What follows belongs to an exercise in optimizing a design on an open flow for small area; a production flow would make more cautious choices. Where RTL was checked, it was by simulation tests only, not by an equivalence proof against the original. Only the layout flow was run in run 1; the RTL was not checked for function there. No activity file was given, so power comes from the tool's default toggle rates.

[flow/design.v]
`timescale 1ns / 1ps
module Game(
  input Clk100M,
  input rst,   
  input btnS,  
  input btnU,  
  input btnD,  
  output wire [7:0] seg,
  output wire [3:0] an
 );
localparam [4:0] C_FF = 5'd10, C_L = 5'd11, C_E = 5'd12, C_Y = 5'd13,
                 C_A = 5'd14, C_U = 5'd15, C_H = 5'd19;
reg [1:0] bcnt;    
reg [3:0] dcnt;    
reg [7:0] m;       
wire tickBtn  = (bcnt == 2'd0);
wire tickDisp = (dcnt == 4'd0);
wire tick1Hz  = tickDisp & (m == 8'd198);
always @(posedge Clk100M) begin
  if (rst) begin
    bcnt <= 2'd3;
    dcnt <= 4'd10;
    m <= 8'd255;
  end
  else begin
    bcnt <= tickBtn ? 2'd2 : bcnt - 2'd1;
    dcnt <= tickDisp ? 4'd9 : dcnt - 4'd1;
    if (tickDisp) m <= (m == 8'd199) ? 8'd0 : m + 8'd1;
  end
end
reg uL, dL, sL;    
reg uR, dR, sR;    
always @(posedge Clk100M) begin
  if (rst) begin
    uL <= 0; dL <= 0; sL <= 0;
    uR <= 0; dR <= 0; sR <= 0;
  end
  else if (tickBtn) begin
    uL <= btnU; dL <= btnD; sL <= btnS;
    uR <= btnU & ~uL; dR <= btnD & ~dL; sR <= btnS & ~sL;
  end
end
wire blipPhase = (bcnt == 2'd1);
wire upB = uR & blipPhase;
wire downB = dR & blipPhase;
wire startB = sR & blipPhase;
reg [12:0] rnd;
reg [10:0] sgc;
reg generated, special, genBit0;
reg prelimSig, startCountDown, counting, doneCounting, finished, gameSig;
reg [2:0] curCount;
reg [1:0] lvl;
reg answerSig, startGen, gpRun, gpPF;
reg [5:0] numSpecial;    
reg [3:0] gameTime;
wire genSym = (gameTime != 4'd0) && (gameTime != 4'd15);   
reg [4:0] gs0, gs1, gs2, gs3;    
reg apRun, postSig, aFlag;
reg [2:0] aTime;    
wire apPF = aTime[2] & aTime[1];
reg ppRun, levelComplete;
reg [2:0] pTime;    
wire ppPF = pTime[2] & pTime[1];
reg [7:0] userCount;
reg ucCounting;
reg difference, sCounting;
reg incLevel, lose;
reg victory, newLevel;
reg [1:0] curLevel;
reg pre, game, answer, post;
always @(posedge Clk100M) begin
  if (rst) rnd <= 13'hf;
  else rnd <= {rnd[11:0], rnd[12] ^ rnd[3] ^ rnd[2] ^ rnd[0]};
end
wire [10:0] th = curLevel[1] ? (curLevel[0] ? 11'd499 : 11'd1499) : 11'd1999;
wire genNow = genSym & (sgc >= th);
always @(posedge Clk100M) begin
  generated <= genNow;
  special <= genNow & ~genBit0;
  if (genNow) sgc <= 0;
  else if (~&sgc) sgc <= sgc + 11'd1;
end
always @(posedge Clk100M) begin
  if (rst) genBit0 <= 1;
  else if (genNow) genBit0 <= rnd[0];
end
wire lose_n = levelComplete ? difference : lose;
wire victory_n = (incLevel && curLevel == 2'd3) ? 1'b1 : victory;
wire pre_n    = prelimSig ? 1'b1 : (gameSig | answerSig | postSig) ? 1'b0 : pre;
wire game_n   = prelimSig ? 1'b0 : gameSig ? 1'b1 : (answerSig | postSig) ? 1'b0 : game;
wire answer_n = (prelimSig | gameSig) ? 1'b0 : answerSig ? 1'b1 : postSig ? 1'b0 : answer;
wire post_n   = (prelimSig | gameSig | answerSig) ? 1'b0 : postSig ? 1'b1 : post;
reg [2:0] cc_n;
reg [1:0] lvl_n;
reg fin_n;
always @* begin
  cc_n = curCount; lvl_n = lvl; fin_n = finished;
  if (tick1Hz) begin
    if (counting && curCount == 3'd6) begin
      lvl_n = curLevel; cc_n = 3'd5;
    end
    else if (counting && curCount != 3'd0) begin
      cc_n = curCount - 3'd1; fin_n = 0;
    end
    else if (counting) begin
      fin_n = 1; cc_n = 3'd6;
    end
    else fin_n = 0;
  end
end
wire [4:0] newSym = {1'b1, rnd[4:1]};
wire [4:0] gs0_n = generated ? newSym : gameSig ? {1'b0, gs0[3:0]} : gs0;
wire [4:0] gs1_n = generated ? gs0 : gameSig ? {1'b0, gs1[3:0]} : gs1;
wire [4:0] gs2_n = generated ? gs1 : gameSig ? {1'b0, gs2[3:0]} : gs2;
wire [4:0] gs3_n = generated ? gs2 : gameSig ? {1'b0, gs3[3:0]} : gs3;
wire aFlag_n = (answerSig && !apRun) ? 1'b0 : (apPF && apRun) ? aFlag : 1'b1;
always @(posedge Clk100M) begin
  if (rst) begin
    prelimSig <= 0; startCountDown <= 0; counting <= 0; doneCounting <= 0;
    finished <= 0; gameSig <= 0; curCount <= 3'd6;
    answerSig <= 0; startGen <= 0; gpRun <= 0; gpPF <= 0;
    gameTime <= 0;
    apRun <= 0; postSig <= 0; aFlag <= 0; aTime <= 0;
    ppRun <= 0; levelComplete <= 0; pTime <= 0;
    ucCounting <= 0; sCounting <= 0;
    incLevel <= 0; lose <= 0; victory <= 0; newLevel <= 0; curLevel <= 2'd1;
    pre <= 0; game <= 0; answer <= 0; post <= 0;
  end
  else begin
    prelimSig <= startB | newLevel;
    startCountDown <= prelimSig;
    gameSig <= doneCounting;
    if (startCountDown && !counting) counting <= 1;
    else if (finished && counting) begin
      counting <= 0; doneCounting <= 1;
    end
    else doneCounting <= 0;
    curCount <= cc_n; finished <= fin_n;
    startGen <= gameSig;
    if (gameSig) gpRun <= 1;
    if (gpPF && gpRun) begin
      gpRun <= 0; answerSig <= 1;
    end
    else answerSig <= 0;
    if (tick1Hz) begin
      if (gpRun && !gpPF && gameTime < 4'd14) begin
        gameTime <= gameTime + 4'd1; gpPF <= 0;
      end
      else if (gpRun && gameTime == 4'd14) gameTime <= 4'd15;
      else if (gpRun && gameTime == 4'd15) begin
        gpPF <= 1; gameTime <= 0;
      end
      else gpPF <= 0;
    end
    if (answerSig && !apRun) apRun <= 1;
    else if (apPF && apRun) begin
      apRun <= 0; postSig <= 1;
    end
    else postSig <= 0;
    aFlag <= aFlag_n;
    if (tick1Hz) begin
      if (apRun && aTime < 3'd5) aTime <= aTime + 3'd1;
      else if (apRun && aTime == 3'd5) aTime <= 3'd6;
      else if (apPF) aTime <= 3'd0;
    end
    if (postSig && !ppRun) ppRun <= 1;
    else if (ppPF && ppRun) begin
      ppRun <= 0; levelComplete <= 1;
    end
    else levelComplete <= 0;
    if (tick1Hz) begin
      if (ppRun && pTime < 3'd5) pTime <= pTime + 3'd1;
      else if (ppRun && pTime == 3'd5) pTime <= 3'd6;
      else if (ppPF) pTime <= 3'd0;
    end
    if (postSig) ucCounting <= 0;
    else if (startGen) ucCounting <= 1;
    if (postSig) sCounting <= 0;
    if (startGen) sCounting <= 1;
    lose <= lose_n;
    incLevel <= levelComplete & ~difference;
    if (incLevel) begin
      if (curLevel == 2'd3) victory <= 1;
      else begin
        curLevel <= curLevel + 2'd1; newLevel <= 1;
      end
    end
    else newLevel <= 0;
    pre <= pre_n; game <= game_n; answer <= answer_n; post <= post_n;
  end
end
always @(posedge Clk100M) begin
  lvl <= lvl_n;
  gs0 <= gs0_n; gs1 <= gs1_n; gs2 <= gs2_n; gs3 <= gs3_n;
  if (gameSig) numSpecial <= 0;
  if (generated && special) numSpecial <= numSpecial + 6'd1;
  if (postSig) ;
  else if (startGen) userCount <= 0;
  else if (upB && ucCounting) userCount <= userCount + 8'd1;
  else if (downB && ucCounting) userCount <= userCount - 8'd1;
  if (startGen) difference <= 0;
  if (sCounting) difference <= ({2'b00, numSpecial} != userCount);
end
wire [7:0] num = answer_n ? userCount : {2'b00, numSpecial};
wire [7:0] q = num / 8'd10;
wire [7:0] r = num % 8'd10;
wire [4:0] tensC = (q[3:0] > 4'd9) ? C_FF : {1'b0, q[3:0]};
wire [4:0] onesC = {1'b0, r[3:0]};
wire [1:0] k = m[1:0] + 2'd1;    
reg [4:0] nxt;
always @* begin
  if (lose_n) begin
    case (k)
      2'd0: nxt = C_L;
      2'd1: nxt = 5'd0;
      2'd2: nxt = 5'd5;
      default: nxt = C_E;
    endcase
  end
  else if (victory_n) begin
    case (k)
      2'd0: nxt = C_Y;
      2'd1: nxt = C_A;
      2'd2: nxt = C_Y;
      default: nxt = C_FF;
    endcase
  end
  else if (pre_n) begin
    case (k)
      2'd0: nxt = (cc_n == 3'd6) ? C_FF : (cc_n == 3'd5) ? C_L : {2'b00, cc_n} + 5'd1;
      2'd1: nxt = (cc_n == 3'd5) ? {3'b000, lvl_n} : C_FF;
      default: nxt = C_FF;
    endcase
  end
  else if (game_n) begin
    case (k)
      2'd0: nxt = gs0_n[4] ? gs0_n : C_FF;
      2'd1: nxt = gs1_n[4] ? gs1_n : C_FF;
      2'd2: nxt = gs2_n[4] ? gs2_n : C_FF;
      default: nxt = gs3_n[4] ? gs3_n : C_FF;
    endcase
  end
  else if (answer_n) begin
    case (k)
      2'd0: nxt = aFlag_n ? tensC : C_FF;
      2'd1: nxt = aFlag_n ? onesC : C_FF;
      2'd2: nxt = C_FF;
      default: nxt = aFlag_n ? C_U : C_FF;
    endcase
  end
  else if (post_n) begin
    case (k)
      2'd0: nxt = tensC;
      2'd1: nxt = onesC;
      2'd2: nxt = C_FF;
      default: nxt = C_A;
    endcase
  end
  else begin
    case (k)
      2'd0: nxt = C_H;
      2'd1: nxt = 5'd1;
      default: nxt = C_FF;
    endcase
  end
end
reg [4:0] pend;    
reg [4:0] code;    
always @(posedge Clk100M) begin
  if (dcnt == 4'd2) pend <= nxt;
end
always @(posedge Clk100M) begin
  if (rst) code <= C_FF;
  else if (tickDisp) code <= pend;
end
reg [7:0] segR;
always @* begin
  case (code)
    5'd0:  segR = 8'b11000000;
    5'd1:  segR = 8'b11111001;
    5'd2:  segR = 8'b10100100;
    5'd3:  segR = 8'b10110000;
    5'd4:  segR = 8'b10011001;
    5'd5:  segR = 8'b10010010;
    5'd6:  segR = 8'b10000010;
    5'd7:  segR = 8'b11011000;
    5'd8:  segR = 8'b10000000;
    5'd9:  segR = 8'b10010000;
    5'd10: segR = 8'b11111111;
    5'd11: segR = 8'b11000111;
    5'd12: segR = 8'b10000110;
    5'd13: segR = 8'b10010001;
    5'd14: segR = 8'b10001000;
    5'd15: segR = 8'b11000001;
    5'd16: segR = 8'b11101010;
    5'd17: segR = 8'b11110001;
    5'd18: segR = 8'b11010110;
    5'd19: segR = 8'b10001001;
    5'd20: segR = 8'b10011110;
    5'd21: segR = 8'b11100101;
    5'd22: segR = 8'b10110110;
    5'd23: segR = 8'b10111111;
    5'd24: segR = 8'b11011010;
    5'd25: segR = 8'b11010101;
    5'd26: segR = 8'b11100110;
    5'd27: segR = 8'b10011101;
    5'd28: segR = 8'b11111000;
    5'd29: segR = 8'b10110011;
    5'd30: segR = 8'b11110100;
    default: segR = 8'b11101101;
  endcase
end
assign seg = segR;
assign an = (&m[7:3]) ? 4'b1111 : ~(4'b1000 >> m[1:0]);
endmodule
[flow/config.mk]
export PLATFORM = sky130hd
export DESIGN_NAME = Game
export DESIGN_NICKNAME = Game
export VERILOG_FILES = /design/flow/design.v
export SDC_FILE = /design/flow/constraint.sdc
export NUM_CORES = 4
export LEC_CHECK = 0
export ABC_AREA = 1
export CAP_MARGIN = 20
export CORE_MARGIN = 2
export CORE_UTILIZATION = 40
export SLEW_MARGIN = 20
[flow/run.sh]
#!/bin/bash
# synth_recipe.tcl (not shown) runs the flow's synth.tcl, then flattens the netlist and writes it again
# the make line also repeats each setting of config.mk as NAME=value (left out here)
make -C /OpenROAD-flow-scripts/flow DESIGN_CONFIG=/design/flow/config.mk WORK_HOME=/design/flow/orfs CLKGATE_MAP_FILE= SYNTH_SCRIPT=/design/flow/synth_recipe.tcl finish
[flow/constraint.sdc]
create_clock -name core_clock -period 10.0 [get_ports {Clk100M}]
set_input_delay 2.0000 -clock core_clock [delete_from_list [all_inputs] [get_ports {Clk100M}]]
set_output_delay 2.0000 -clock core_clock [all_outputs]
set_load 0.01 [all_outputs]
==> results.yml, run 1 <==
placed_design:
  gp_congestion: 0.841
  place_hpwl_mm: 11.4
  place_area_um2: 7930
  numPortBuffers: 15
  dp_slack_ns: 5.54
synthesis:
  syn_area_per_cell_um2: 7.56
  synth_nets: 1052
  synth_compound_area_share_pct: 16.9
  synth.area.mux_share_pct: 0
  ys_warn_count: 1
  synth-xor-area-share_pct: 2.09
  synth-simple-area-share_pct: 23.8
  synth_fa_ha_area_share_pct: 8.05
  synth_top_family_by_area: "simple AND/OR/NAND/NOR gates"
  syn_area_um2: 7560
  synthFlopType: "dfxtp_1"
  synth_top_area_cell: "dfxtp_1"
  synth_edf_count: 20
  syn_inst: 999
  synth_top_area_share_pct: 32.1
  synth_common_cells: "nand2_1, inv_1, dfxtp_1"
  synthArstFlopShare_pct: 0
  ys_seq_area_share_pct: 40.0
  synthTopCellsByArea: "dfxtp_1, nand2_1, edfxtp_1"
  yosysMostFrequentCell: "nand2_1"
  synth_cell_types: 51
  synth_seq_cells: 141
timing:
  setup_viol: 0
  fin_crit_sh_pct: 40.5
  finClkSkew_ns: 0.0102
  hold_violations: 0
  final_max_slew_viol_count: 0
  period_needed_ns: 4.05
  max_freq_mhz: 247
  hold_slack_ns: 0.403
  setup_ws_ns: 5.95
  slew_headroom_pct: 39.1
  finalSetupTns_ns: 0
  tightest_slew_ns: 0.910
  rsz0062_at_grt: "false"
clock_network:
  clk_latency_ns: 0.43
  clk_pin_slew_ns: 0.06
  h-tree-depth: 4
  cts.path.max_buffers: 2
  cts_buffers: 17
  clock_sinks: 141
  post_cts_buffers: 0
  cts_tree: "yes"
  ctsResizeCount: 0
  hold_buffers: 0
  cts-root-buf: "clkbuf_16"
global_route:
  grt_pass1_vias: 5630
  grt_usage_pct: 16.3
  grt_max_degree: 49
  grt-ovfl-total: 0
  antenna_found_initial: 0
  grt_first_pass_wirelength_mm: 26.4
final_layout:
  drive_above_1_share_pct: 7.58
  final_core_util_pct: 45.7
  fillers: 1852
  final-seq-area_um2: 3020
  area_delta_synth_final_pct: 12.7
  nets: 1069
  multi_input_area_um2: 3840
  design_area_um2: 8520
  n_antenna_cell: 0
routing:
  drt_iter0_markers: 350
  firstDrtPassIters: 5
  num_vias: 6252
  final_antenna_net_count: 0
  viasPerCell: 4.95
  drc: 0
  routedWlPerCell_um: 12.4
  routed_wl_mm: 15.7
worst_setup_path:
  critical_path.most_common_cell: "nand2_1"
  crit_family: "simple AND/OR/NAND/NOR gates"
  path_class: "register to register"
  cp_slowest_cell: "dfxtp_1"
  end_kind: "register"
  startpoint_type: "register"
  critPathMaxFanout: 17
  cp_num_buf_inv: 2
  cp.arrival_ns: 4.32
  cp_slowest_stage_delay_ns: 0.43
  critical_path_required_ns: 10.26
power:
  power_density_nw_per_um2: 166
  p_leak_uw: 0.00389
  vdd_ir_drop_max_mv: 0.126
die:
  dieHeight_um: 141
  die_w_um: 141
  pin_count: 17
  row_count: 50
  dieArea_um2: 20000
  core_area_um2: 18600
  start_util_pct: 40.5
run_status:
  status: "complete, no violations"
hold_path:
  hold_class: "register to register"
flow_run:
  cap_violations: 0
[placed cells by master (no fill, tap or decap), types with 3 or more instances in the layout]
cell | synthesis | layout
nand3_2 | 6 | 6
clkdlybuf4s50_1 | 0 | 14
nand2_1 | 180 | 180
edfxtp_1 | 20 | 20
dfxtp_1 | 121 | 121
or2_2 | 9 | 9
inv_2 | 7 | 7
o211ai_1 | 11 | 11
nand3b_1 | 3 | 3
xnor2_1 | 5 | 5
o21a_1 | 7 | 7
clkinv_1 | 3 | 3
nor3_1 | 17 | 17
o21ai_0 | 79 | 79
nand2_2 | 5 | 5
a21oi_1 | 56 | 56
clkbuf_16 | 0 | 18
a22oi_1 | 7 | 7
a31oi_1 | 19 | 19
o22ai_1 | 6 | 6
nor2_1 | 98 | 98
a211oi_1 | 5 | 5
o31ai_1 | 6 | 6
xor2_1 | 13 | 13
nand2_4 | 9 | 9
nor4_1 | 7 | 7
o21ai_1 | 6 | 6
ha_1 | 47 | 47
inv_1 | 152 | 152
clkinv_4 | 0 | 3
nand3_1 | 42 | 42
nand4_1 | 11 | 11
[worst min-delay path: cells and delay by family, from the launching register on]
family	cells	cell delay, ns
buffers and inverters	1	0.04
DFF	1	0.30
and+or+nand+nor	1	0.03
[flip-flops by register name, summed over array words and instances (netlist names), 6 cells and up]
name and cells:
numSpecial 6, rnd 13, seg 7, m 8
userCount 8, sgc 11
[report_power, final]
part / total [uW] / internal, uW / leakage, uW / switching, uW
combinational: 140 / 61.3 / 0.00243 / 78.4
sequential: 648 / 617 / 0.00118 / 30.4
clock: 625 / 372 / 0.000286 / 253
[stage by stage]
step / power, uW / std cells
after detailed placement: 801 / 1231
after global routing: 1480 / 1263
after CTS: 1430 / 1263
final: 1410 / 1263
after global placement: 798 / 1231
after floorplan: 762 / 999
[final cells by class]
| class | instances | share of cell area [%] |
|---|---|---|
| tap | 234 | 3.44 |
| timing repair buffer | 17 | 1.88 |
| clock inverter | 11 | 1.23 |
| multi-input combinational | 677 | 45.2 |
| clock buffer | 21 | 5.66 |
| sequential | 141 | 35.5 |
| inverter | 162 | 7.14 |
[cells by family after synthesis]
group | Yosys count
XOR/XNOR | 18
buffers and inverters | 181
AO/OA/AOI/OAI | 217
flip-flops | 141
adder cells (fa/ha/maj) | 48
AND/OR/NAND/NOR | 393
other | 1
[worst paths after layout]
check                       startpoint            endpoint  slack (ns)  cells past startpoint
hold reg to reg     rnd[11]$_SDFF_PP0_  rnd[12]$_SDFF_PP0_        0.40                      2
setup reg to reg  postSig$_SDFFE_PP0N_   pend[2]$_DFFE_PN_        5.95                     34
setup / recovery  postSig$_SDFFE_PP0N_   pend[2]$_DFFE_PN_        5.95                     34
hold / removal      rnd[11]$_SDFF_PP0_  rnd[12]$_SDFF_PP0_        0.40                      2
[metal layers]
| metal | vias up | wire length (um) | track usage [%] |
|---|---|---|---|
| met5 | - | 0 | 0 |
| li1 | 3336 | - | - |
| met1 | 2791 | 7930 | 21.9 |
| met4 | 0 | 337 | 6.32 |
| met3 | 27 | 499 | 3.91 |
| met2 | 98 | 6910 | 25.4 |
==> run 2, diff against run 1 <==
--- a/flow/design.v
+++ b/flow/design.v
@@ -52,13 +52,10 @@
 reg [1:0] lvl;
-reg answerSig, startGen, gpRun, gpPF;
-reg [5:0] numSpecial;    
+reg answerSig, startGen, gpRun, gpPF, genSym;
+reg [7:0] numSpecial;
 reg [3:0] gameTime;
-wire genSym = (gameTime != 4'd0) && (gameTime != 4'd15);   
 reg [4:0] gs0, gs1, gs2, gs3;    
-reg apRun, postSig, aFlag;
-reg [2:0] aTime;    
-wire apPF = aTime[2] & aTime[1];
-reg ppRun, levelComplete;
-reg [2:0] pTime;    
-wire ppPF = pTime[2] & pTime[1];
+reg apRun, postSig, aFlag, apPF;
+reg [2:0] aTime;
+reg ppRun, levelComplete, ppPF;
+reg [2:0] pTime;
 reg [7:0] userCount;
@@ -77,10 +74,12 @@
 always @(posedge Clk100M) begin
-  generated <= genNow;
-  special <= genNow & ~genBit0;
-  if (genNow) sgc <= 0;
-  else if (~&sgc) sgc <= sgc + 11'd1;
-end
-always @(posedge Clk100M) begin
-  if (rst) genBit0 <= 1;
-  else if (genNow) genBit0 <= rnd[0];
+  if (rst) begin
+    sgc <= 0; generated <= 0; special <= 0; genBit0 <= 1;
+  end
+  else if (genNow) begin
+    generated <= 1; sgc <= 0; genBit0 <= rnd[0]; special <= ~genBit0;
+  end
+  else begin
+    generated <= 0; special <= 0;
+    if (~&sgc) sgc <= sgc + 11'd1;
+  end
 end
@@ -119,8 +118,9 @@
     prelimSig <= 0; startCountDown <= 0; counting <= 0; doneCounting <= 0;
-    finished <= 0; gameSig <= 0; curCount <= 3'd6;
-    answerSig <= 0; startGen <= 0; gpRun <= 0; gpPF <= 0;
-    gameTime <= 0;
-    apRun <= 0; postSig <= 0; aFlag <= 0; aTime <= 0;
-    ppRun <= 0; levelComplete <= 0; pTime <= 0;
-    ucCounting <= 0; sCounting <= 0;
+    finished <= 0; gameSig <= 0; curCount <= 3'd6; lvl <= 2'd0;
+    answerSig <= 0; startGen <= 0; gpRun <= 0; gpPF <= 0; genSym <= 0;
+    numSpecial <= 0; gameTime <= 0;
+    gs0 <= 0; gs1 <= 0; gs2 <= 0; gs3 <= 0;
+    apRun <= 0; postSig <= 0; aFlag <= 0; apPF <= 0; aTime <= 0;
+    ppRun <= 0; levelComplete <= 0; ppPF <= 0; pTime <= 0;
+    userCount <= 0; ucCounting <= 0; difference <= 0; sCounting <= 0;
     incLevel <= 0; lose <= 0; victory <= 0; newLevel <= 0; curLevel <= 2'd1;
@@ -137,5 +137,7 @@
     else doneCounting <= 0;
-    curCount <= cc_n; finished <= fin_n;
+    curCount <= cc_n; lvl <= lvl_n; finished <= fin_n;
     startGen <= gameSig;
-    if (gameSig) gpRun <= 1;
+    if (gameSig) begin
+      numSpecial <= 0; gpRun <= 1;
+    end
     if (gpPF && gpRun) begin
@@ -144,11 +146,17 @@
     else answerSig <= 0;
+    if (generated && special) numSpecial <= numSpecial + 8'd1;
+    gs0 <= gs0_n; gs1 <= gs1_n; gs2 <= gs2_n; gs3 <= gs3_n;
     if (tick1Hz) begin
       if (gpRun && !gpPF && gameTime < 4'd14) begin
-        gameTime <= gameTime + 4'd1; gpPF <= 0;
+        genSym <= 1; gameTime <= gameTime + 4'd1; gpPF <= 0;
+      end
+      else if (gpRun && gameTime == 4'd14) begin
+        genSym <= 0; gameTime <= 4'd15;
       end
-      else if (gpRun && gameTime == 4'd14) gameTime <= 4'd15;
       else if (gpRun && gameTime == 4'd15) begin
-        gpPF <= 1; gameTime <= 0;
+        genSym <= 0; gpPF <= 1; gameTime <= 0;
+      end
+      else begin
+        genSym <= 0; gpPF <= 0;
       end
-      else gpPF <= 0;
     end
@@ -161,5 +169,9 @@
     if (tick1Hz) begin
-      if (apRun && aTime < 3'd5) aTime <= aTime + 3'd1;
-      else if (apRun && aTime == 3'd5) aTime <= 3'd6;
-      else if (apPF) aTime <= 3'd0;
+      if (apRun && !apPF && aTime < 3'd5) begin
+        aTime <= aTime + 3'd1; apPF <= 0;
+      end
+      else if (apRun && aTime == 3'd5) begin
+        apPF <= 1; aTime <= 0;
+      end
+      else apPF <= 0;
     end
@@ -171,10 +183,21 @@
     if (tick1Hz) begin
-      if (ppRun && pTime < 3'd5) pTime <= pTime + 3'd1;
-      else if (ppRun && pTime == 3'd5) pTime <= 3'd6;
-      else if (ppPF) pTime <= 3'd0;
+      if (ppRun && !ppPF && pTime < 3'd5) begin
+        pTime <= pTime + 3'd1; ppPF <= 0;
+      end
+      else if (ppRun && pTime == 3'd5) begin
+        ppPF <= 1; pTime <= 0;
+      end
+      else ppPF <= 0;
     end
     if (postSig) ucCounting <= 0;
-    else if (startGen) ucCounting <= 1;
+    else if (startGen) begin
+      userCount <= 0; ucCounting <= 1;
+    end
+    else if (upB && ucCounting) userCount <= userCount + 8'd1;
+    else if (downB && ucCounting) userCount <= userCount - 8'd1;
     if (postSig) sCounting <= 0;
-    if (startGen) sCounting <= 1;
+    if (startGen) begin
+      difference <= 0; sCounting <= 1;
+    end
+    if (sCounting) difference <= (numSpecial != userCount);
     lose <= lose_n;
@@ -191,15 +214,3 @@
 end
-always @(posedge Clk100M) begin
-  lvl <= lvl_n;
-  gs0 <= gs0_n; gs1 <= gs1_n; gs2 <= gs2_n; gs3 <= gs3_n;
-  if (gameSig) numSpecial <= 0;
-  if (generated && special) numSpecial <= numSpecial + 6'd1;
-  if (postSig) ;
-  else if (startGen) userCount <= 0;
-  else if (upB && ucCounting) userCount <= userCount + 8'd1;
-  else if (downB && ucCounting) userCount <= userCount - 8'd1;
-  if (startGen) difference <= 0;
-  if (sCounting) difference <= ({2'b00, numSpecial} != userCount);
-end
-wire [7:0] num = answer_n ? userCount : {2'b00, numSpecial};
+wire [7:0] num = answer_n ? userCount : numSpecial;
 wire [7:0] q = num / 8'd10;
--- a/flow/config.mk
+++ b/flow/config.mk
@@ -7,3 +7,2 @@
 export LEC_CHECK = 0
-export ABC_AREA = 1
 export CAP_MARGIN = 20
==> results.yml, run 2 <==
routing:
  drc: 0
  num_vias: 6793
  firstDrtPassIters: 5
  routedWlPerCell_um: 14.1
  drt_iter0_markers: 385
  viasPerCell: 5.35
  final_antenna_net_count: 0
  routed_wl_mm: 17.9
clock_network:
  h-tree-depth: 4
  clk_pin_slew_ns: 0.06
  cts_buffers: 17
  hold_buffers: 0
  ctsResizeCount: 0
  clk_latency_ns: 0.42
  post_cts_buffers: 0
  cts_tree: "yes"
  cts-root-buf: "clkbuf_16"
  clock_sinks: 146
  cts.path.max_buffers: 2
power:
  p_int_uw: 1070
  vdd_ir_drop_max_mv: 0.0973
  p_leak_uw: 0.00351
  power_density_nw_per_um2: 149
  switching_share_pct: 21.6
  p_switching_uw: 294
  pwr-share-comb_pct: 4.7
  sequentialPowerShare_pct: 44.4
  clkPwrFrac_pct: 50.9
synthesis:
  syn_area_um2: 8180
  synth_top_area_cell: "dfxtp_1"
  yosysMostFrequentCell: "nor2_1"
  synthArstFlopShare_pct: 0
  synth_common_cells: "nor2_1, dfxtp_1, nand2_1"
  synth_seq_cells: 146
  synth_top_area_share_pct: 34.5
  ys_seq_area_share_pct: 36.3
  synth_cell_types: 80
  syn_inst: 998
  ys_warn_count: 1
  synthFlopType: "dfxtp_1"
  synth_edf_count: 5
  synth_nets: 1052
  synthTopCellsByArea: "dfxtp_1, ha_1, nor2_1"
  syn_area_per_cell_um2: 8.20
worst_setup_path:
  cp_slowest_stage_delay_ns: 0.71
  end_kind: "output port"
  r2r-end: "pend[1]$_DFFE_PN_"
  r2r_setup_slack_ns: 6.22
  cp.arrival_ns: 2.20
  critPathMaxFanout: 18
  path_class: "register to output port"
  critical_path_required_ns: 8.00
  cp_slowest_cell: "ha_1"
  reg2reg_depth: 13
  startpoint_type: "register"
  timing.rr.start: "postSig$_SDFFE_PP0N_"
  crit_path_cell_trace: "ha_1 > nand2_1 > clkdlybuf4s50_1"
die:
  die_w_um: 147
  dieArea_um2: 21600
  dieHeight_um: 147
  pin_count: 17
  core_area_um2: 20200
  row_count: 52
  start_util_pct: 40.6
timing:
  fin_crit_sh_pct: 42.0
  finalSetupTns_ns: 0
  rsz0062_at_grt: "false"
  max_freq_mhz: 238
  finClkSkew_ns: 0.0127
  period_needed_ns: 4.20
  hold_violations: 0
  tightest_slew_ns: 0.932
  final_max_slew_viol_count: 0
  slew_headroom_pct: 37.7
  setup_viol: 0
global_route:
  grt_max_degree: 67
  grt_usage_pct: 17.0
  grt_pass1_vias: 6265
  grt-ovfl-total: 0
  antenna_found_initial: 0
  grt_first_pass_wirelength_mm: 30.4
placed_design:
  gp_congestion: 0.887
  numPortBuffers: 15
  place_area_um2: 8490
  place_hpwl_mm: 12.3
final_layout:
  top_register: "rnd"
  n_antenna_cell: 0
  layout_common_cells: "nor2_1, dfxtp_1, nand2_1, a21oi_1, ha_1"
  final_core_util_pct: 45.4
  area_delta_synth_final_pct: 11.8
  nets: 1041
  largest_reg_flops: 13
  drive_above_1_share_pct: 7.20
  mostFrequentLayoutCell: "nor2_1"
  design_area_um2: 9150
  largest_registers: "rnd (13), sgc (11)"
flow_run:
  cap_violations: 0
hold_path:
  min_from: "genBit0$_SDFFE_PP1P_"
  hold_path_end: "special$_SDFF_PP0_"
  hold_class: "register to register"
  hold_path_depth: 1
run_status:
  status: "complete, no violations"
## run 2: metal layers
metal	global-route usage [%]	share of wire, %	vias up
li1	-	-	3499
met3	3.94	4.4	16
met2	26.6	44	132
met5	0	0	-
met4	5.43	1.4	0
met1	23.4	50	3146
## run 2: worst max path at each step
stage                           start        endpoint  depth (start not counted)
floorplan                         rst  seg[4]$_DFF_P_                          6
global placement                  rst  seg[2]$_DFF_P_                          6
detailed placement                rst  seg[2]$_DFF_P_                          6
CTS                 m[0]$_SDFFE_PP1P_           an[0]                          3
global route        m[0]$_SDFFE_PP1P_           an[0]                          3
finish              m[0]$_SDFFE_PP1P_           an[0]                          3
## run 2: per-stage QoR
step,hold WS [ns],std cells,worst slack [ns],total power (uW)
after floorplan,0.401,998,6.39,661
after global placement,0.410,1238,6.06,682
after detailed placement,0.417,1238,6.05,682
after CTS,0.424,1270,5.80,1380
after global routing,0.454,1270,5.71,1410
final,0.425,1270,5.80,1360
## run 2: cells by family after synthesis
kind of cell	count (synthesis)	synth area share [%]
simple gates	409	24.2
fa+ha+maj	49	7.58
buf+inv	88	4.46
compound gates	226	17.7
other cells	1	0.0458
xor+xnor	36	4.08
flops	146	36.3
mux	43	5.55
## run 2: final cells by class
cell class              count  area [um2]
fillers                  1956       11000
multi-input cells         764        4850
flip-flops and latches    146        2970
clock buffers              21         480
well taps                 270         338
repair buffers             21         193
clock inverters            11         176
inverters                  37         139
## run 2: worst max-delay path, delay by kind of cell, from the launching register on
kind,cells,cell delay (ns)
and+or+nand+nor,1,0.10
adders and majority gates,1,0.71
buffers and inverters,1,0.51
DFF,1,0.47
## run 2: power by group through the flow
stage	registers (uW)	clock network [uW]	logic, uW
detailed placement	618	0	64.7
floorplan	617	0	43.6
global route	606	734	72.2
global placement	618	0	64.1
CTS	605	709	65.0
finish	605	694	64.5

port drivers added, routing unchanged:
How much do the figures lean on ideal ports? The routed layouts below were timed once more, with nothing changed but the port constraints.
Step 1, drivers: a clkbuf_16 drives Clk100M and a buf_2 each remaining input, both assumed.
Step 2, shift: input delay + t, output delay - t, t = (earliest + latest rising clock arrival at the registers) / 2. This alone moves slack from input paths to output paths.
Three values: ideal ports, drivers, drivers and shift; two values: the first two.
run | shift t [ns] | setup WS [ns] | clock arrival spread, ns | worst register clock-pin slew, ns | worst data-port slew with drivers (ns)
run 1 | 0.468 | 5.948 / 5.937 / 5.551 | 0.013 / 0.013 | 0.06 / 0.06 | 0.03
run 2 | 0.462 | 5.802 / 5.755 / 6.020 | 0.013 / 0.013 | 0.06 / 0.06 | 0.03
After both steps setup and hold are still met in every run listed. For run 1, which loses most, drivers alone change the setup slack by -0.011 ns; drivers and shift together by -0.397 ns.
